Source: an optimization exercise on an open RTL-to-GDS flow (aim: small area). Production flows keep margins and buffers that such runs may drop.

Setup of v6:
==> flow/design.v <==
module line_buff(clk, rst, sin, x1, x2, x3, y1, y3, z1, z2, z3);
  input clk, rst;
  input [7:0] sin;
  output [7:0] x1, x2, x3, y1, y3, z1, z2, z3;
  localparam N = 515;
  reg [8*N-1:0] sr;
  reg [9:0] age;
  always @(posedge clk) begin
    sr <= {sr[8*(N-1)-1:0], sin};
    if (rst)
      age <= 10'd0;
    else if (age != 10'd515)
      age <= age + 10'd1;
  end
  wire v0   = (age != 10'd0);
  wire v1   = (age >  10'd1);
  wire v2   = (age >  10'd2);
  wire v256 = (age >  10'd256);
  wire v258 = (age >  10'd258);
  wire v512 = (age >  10'd512);
  wire v513 = (age >  10'd513);
  wire v514 = (age >  10'd514);
  assign x1 = sr[8*0   +: 8] & {8{v0}};
  assign x2 = sr[8*1   +: 8] & {8{v1}};
  assign x3 = sr[8*2   +: 8] & {8{v2}};
  assign y1 = sr[8*256 +: 8] & {8{v256}};
  assign y3 = sr[8*258 +: 8] & {8{v258}};
  assign z1 = sr[8*512 +: 8] & {8{v512}};
  assign z2 = sr[8*513 +: 8] & {8{v513}};
  assign z3 = sr[8*514 +: 8] & {8{v514}};
endmodule
module kernel(x1, x2, x3, y1, y3, z1, z2, z3, ax, ay);
  input [7:0] x1, x2, x3, y1, y3, z1, z2, z3;
  output [8:0] ax, ay;
  wire [8:0] gx, gy;
  sum6 sx(.a({1'b0, x1}), .b({x2, 1'b1}), .c({1'b0, x3}),
          .d({1'b0, ~z1}), .e({~z2, 1'b1}), .f({1'b0, ~z3}), .s(gx));
  sum6 sy(.a({1'b0, x1}), .b({y1, 1'b1}), .c({1'b0, z1}),
          .d({1'b0, ~x3}), .e({~y3, 1'b1}), .f({1'b0, ~z3}), .s(gy));
  absv abx(.g(gx), .a(ax));
  absv aby(.g(gy), .a(ay));
endmodule
module sum6(a, b, c, d, e, f, s);
  input [8:0] a, b, c, d, e, f;
  output [8:0] s;
  wire [8:0] s1, c1, s2, c2, s3, c3, s4, c4;
  csa9 k1(a, b, c, s1, c1);
  csa9 k2(d, e, f, s2, c2);
  csa9 k3(s1, c1, s2, s3, c3);
  csa9 k4(s3, c3, c2, s4, c4);
  rca #(9) r(.a(s4), .b({c4[8:1], 1'b1}), .ci(1'b1), .s(s));
endmodule
module csa9(a, b, c, s, cy);
  input [8:0] a, b, c;
  output [8:0] s, cy;
  assign s = a ^ b ^ c;
  assign cy = {(a[7:0] & b[7:0]) | (a[7:0] & c[7:0]) | (b[7:0] & c[7:0]), 1'b0};
endmodule
module absv(g, a);
  input [8:0] g;
  output [8:0] a;
  wire [8:0] c;
  assign c[0] = g[8];
  genvar j;
  generate
    for (j = 0; j < 9; j = j + 1) begin : b_
      wire v = g[j] ^ g[8];
      assign a[j] = v ^ c[j];
      if (j < 8) begin : n
        assign c[j+1] = v & c[j];
      end
    end
  endgenerate
endmodule
module rca(a, b, ci, s);
  parameter W = 16;
  input [W-1:0] a, b;
  input ci;
  output [W-1:0] s;
  wire [W:0] c;
  assign c[0] = ci;
  genvar j;
  generate
    for (j = 0; j < W; j = j + 1) begin : b_
      assign s[j] = a[j] ^ b[j] ^ c[j];
      assign c[j+1] = (a[j] & b[j]) | (a[j] & c[j]) | (b[j] & c[j]);
    end
  endgenerate
endmodule
module cstage(x, t, n, xo, to, no);
  parameter I = 0;
  input [15:0] x;
  input [14:0] t;
  input n;
  output [15:0] xo;
  output [14:0] to;
  output no;
  wire [15:0] tsh, xsh, d;
  genvar j;
  generate
    for (j = 0; j < 16; j = j + 1) begin : sh
      assign xsh[j] = x[(j + I > 15) ? 15 : j + I];
      if (j + I > 14) begin : z
        assign tsh[j] = 1'b0;
      end else begin : v
        assign tsh[j] = t[j + I];
      end
    end
  endgenerate
  rca #(16) ax_(.a(x), .b(tsh), .ci(n), .s(xo));
  rca #(16) ay_(.a({1'b0, t}), .b(~xsh), .ci(1'b1), .s(d));
  assign to = d[14:0] ^ {15{d[15]}};
  assign no = n ^ d[15];
endmodule
module cordic_mag(clk, ax, ay, mag);
  input clk;
  input [8:0] ax, ay;
  output reg [7:0] mag;
  wire [15:0] x0 = {ax[8], 1'b0, ax[7:0], 6'b0};
  wire [14:0] t0 = ay[8] ? 15'h7FFF : {1'b0, ay[7:0], 6'b0};
  wire [15:0] x1, x2;
  wire [14:0] t1, t2;
  wire n1, n2;
  cstage #(0) s0(.x(x0), .t(t0), .n(ay[8]), .xo(x1), .to(t1), .no(n1));
  cstage #(1) s1(.x(x1), .t(t1), .n(n1), .xo(x2), .to(t2), .no(n2));
  genvar k;
  generate
    for (k = 0; k <= 12; k = k + 1) begin : it
      reg [15:0] xr;
      reg [14:0] tr;
      reg nr;
      if (k == 0) begin : f
        always @(posedge clk) begin
          xr <= x2;
          tr <= t2;
          nr <= n2;
        end
      end else begin : s
        wire [15:0] xn;
        wire [14:0] tn;
        wire nn;
        cstage #(k + 1) s(.x(it[k-1].xr), .t(it[k-1].tr), .n(it[k-1].nr),
                          .xo(xn), .to(tn), .no(nn));
        always @(posedge clk) begin
          xr <= xn;
          tr <= tn;
          nr <= nn;
        end
      end
    end
  endgenerate
  wire [15:0] x15;
  wire [14:0] t15;
  wire n15;
  cstage #(14) s14(.x(it[12].xr), .t(it[12].tr), .n(it[12].nr),
                   .xo(x15), .to(t15), .no(n15));
  reg [15:0] x15r;
  reg n15r;
  always @(posedge clk) begin
    x15r <= x15;
    n15r <= n15;
  end
  wire [7:0] m;
  gain_mul g(.x(x15r), .n(n15r), .mag(m));
  always @(posedge clk)
    mag <= m;
endmodule
module gain_mul(x, n, mag);
  input [15:0] x;
  input n;
  output [7:0] mag;
  wire [15:0] nx = ~x;
  wire [27:0] r0 = {x[14:0], 13'b0};
  wire [27:0] r1 = {1'b0, x, 11'b0};
  wire [27:0] r2 = {4'b0, nx, 8'b0};
  wire [27:0] r3 = {7'b0, nx, 5'b0};
  wire [27:0] r4 = {11'b0, nx, 1'b0};
  wire [27:0] r5 = {12'b0, nx};
  wire [27:0] r6 = n ? 28'hEDD2800 : 28'hEDD0123;
  wire [27:0] r7 = 28'd0;
  wire [27:0] s1, c1, s2, c2, s3, c3, s4, c4, s5, c5, s6, c6;
  csa28 a1(r0, r1, r2, s1, c1);
  csa28 a2(r3, r4, r5, s2, c2);
  csa28 a3(s1, c1, s2, s3, c3);
  csa28 a4(c2, r6, r7, s4, c4);
  csa28 a5(s3, c3, s4, s5, c5);
  csa28 a6(s5, c5, c4, s6, c6);
  wire [19:0] g = s6[19:0] & c6[19:0];
  wire [19:0] p = s6[19:0] | c6[19:0];
  wire [5:0] cb;
  assign cb[0] = 1'b0;
  genvar k;
  generate
    for (k = 0; k < 5; k = k + 1) begin : blk
      wire [3:0] gg = g[4*k +: 4];
      wire [3:0] pp = p[4*k +: 4];
      wire bg = gg[3] | (pp[3] & gg[2]) | (pp[3] & pp[2] & gg[1]) |
                (pp[3] & pp[2] & pp[1] & gg[0]);
      wire bp = &pp;
      assign cb[k+1] = bg | (bp & cb[k]);
    end
  endgenerate
  rca #(8) hi(.a(s6[27:20]), .b(c6[27:20]), .ci(cb[5]), .s(mag));
endmodule
module csa28(a, b, c, s, cy);
  input [27:0] a, b, c;
  output [27:0] s, cy;
  assign s = a ^ b ^ c;
  assign cy = {(a[26:0] & b[26:0]) | (a[26:0] & c[26:0]) | (b[26:0] & c[26:0]), 1'b0};
endmodule
module build(rst, clk, sin, sout);
  parameter bitsize = 8, length = 256;
  input rst, clk;
  input [bitsize-1:0] sin;
  output [bitsize-1:0] sout;
  wire [7:0] x1, x2, x3, y1, y3, z1, z2, z3;
  wire [8:0] ax, ay;
  reg [8:0] axr, ayr;
  line_buff lb(.clk(clk), .rst(rst), .sin(sin), .x1(x1), .x2(x2), .x3(x3),
               .y1(y1), .y3(y3), .z1(z1), .z2(z2), .z3(z3));
  kernel k(.x1(x1), .x2(x2), .x3(x3), .y1(y1), .y3(y3), .z1(z1), .z2(z2),
           .z3(z3), .ax(ax), .ay(ay));
  always @(posedge clk) begin
    axr <= ax;
    ayr <= ay;
  end
  cordic_mag c(.clk(clk), .ax(axr), .ay(ayr), .mag(sout));
endmodule
export LEC_CHECK = 0
export CAP_MARGIN = 20
export CORE_MARGIN = 2
export CORE_UTILIZATION = 45
export CTS_CLUSTER_DIAMETER = 150
export CTS_CLUSTER_SIZE = 30
export PLACE_DENSITY = 0.6
export SLEW_MARGIN = 20
create_clock -name core_clock -period 12.0 [get_ports {clk}]
run.sh (not shown) runs the stock make flow with config.mk's settings and CLKGATE_MAP_FILE= SYNTH_SCRIPT=/design/flow/synth_recipe.tcl, a recipe that flattens the netlist after the stock synthesis.
Setup changes, v6 to v7
==> flow/design.v, changed modules only <==
module kernel(x1, x2, x3, y1, y3, z1, z2, z3, ax, ay);
  input [7:0] x1, x2, x3, y1, y3, z1, z2, z3;
  output [8:0] ax, ay;
  wire [8:0] gx = x1 + {x2, 1'b0} + x3 - z1 - {z2, 1'b0} - z3;
  wire [8:0] gy = x1 + {y1, 1'b0} + z1 - x3 - {y3, 1'b0} - z3;
  assign ax = gx[8] ? -gx : gx;
  assign ay = gy[8] ? -gy : gy;
endmodule
// module sum6 removed
// module csa9 removed
// module absv removed
Results
Diff v6 -> v7: final cell count rose about 0.34%; area of the multi-input gates now sits higher.
Summary of the comparison: required time of the critical path is higher in v7, relative to v6.
v7 vs. v6: global-route wire length before repair stayed essentially flat; die area stayed essentially flat; layout clock buffer count fell by 1.
Looking only at share of the cycle needed by the critical path after routing, and setting everything else aside, the higher value of v6 and v7 goes to v6.
Function was not checked in any run of this note: the RTL went through the layout flow alone.

==> port drivers added, routing unchanged <==
How much do the figures lean on ideal ports? The routed layouts below were timed once more, with nothing changed but the port constraints. Step 1: set_driving_cell puts a clkbuf_16 on clk and a buf_2 on each other input, an assumption about the parent block. Step 2, shift: input delay + t, output delay - t, t = (earliest + latest rising clock arrival at the registers) / 2. This alone moves slack from input paths to output paths. Slacks: ideal ports / drivers / drivers and shift; pairs: ideal ports / drivers.
run | shift t [ns] | setup slack, ns | worst setup path at the end | clock arrival spread, ns
v6 | 0.922 | 2.717 / 2.717 / 2.717 | register to register | 0.082 / 0.083
v7 | 0.921 | 2.791 / 2.791 / 2.791 | register to register | 0.067 / 0.067
After both steps setup and hold are still met in every run listed.
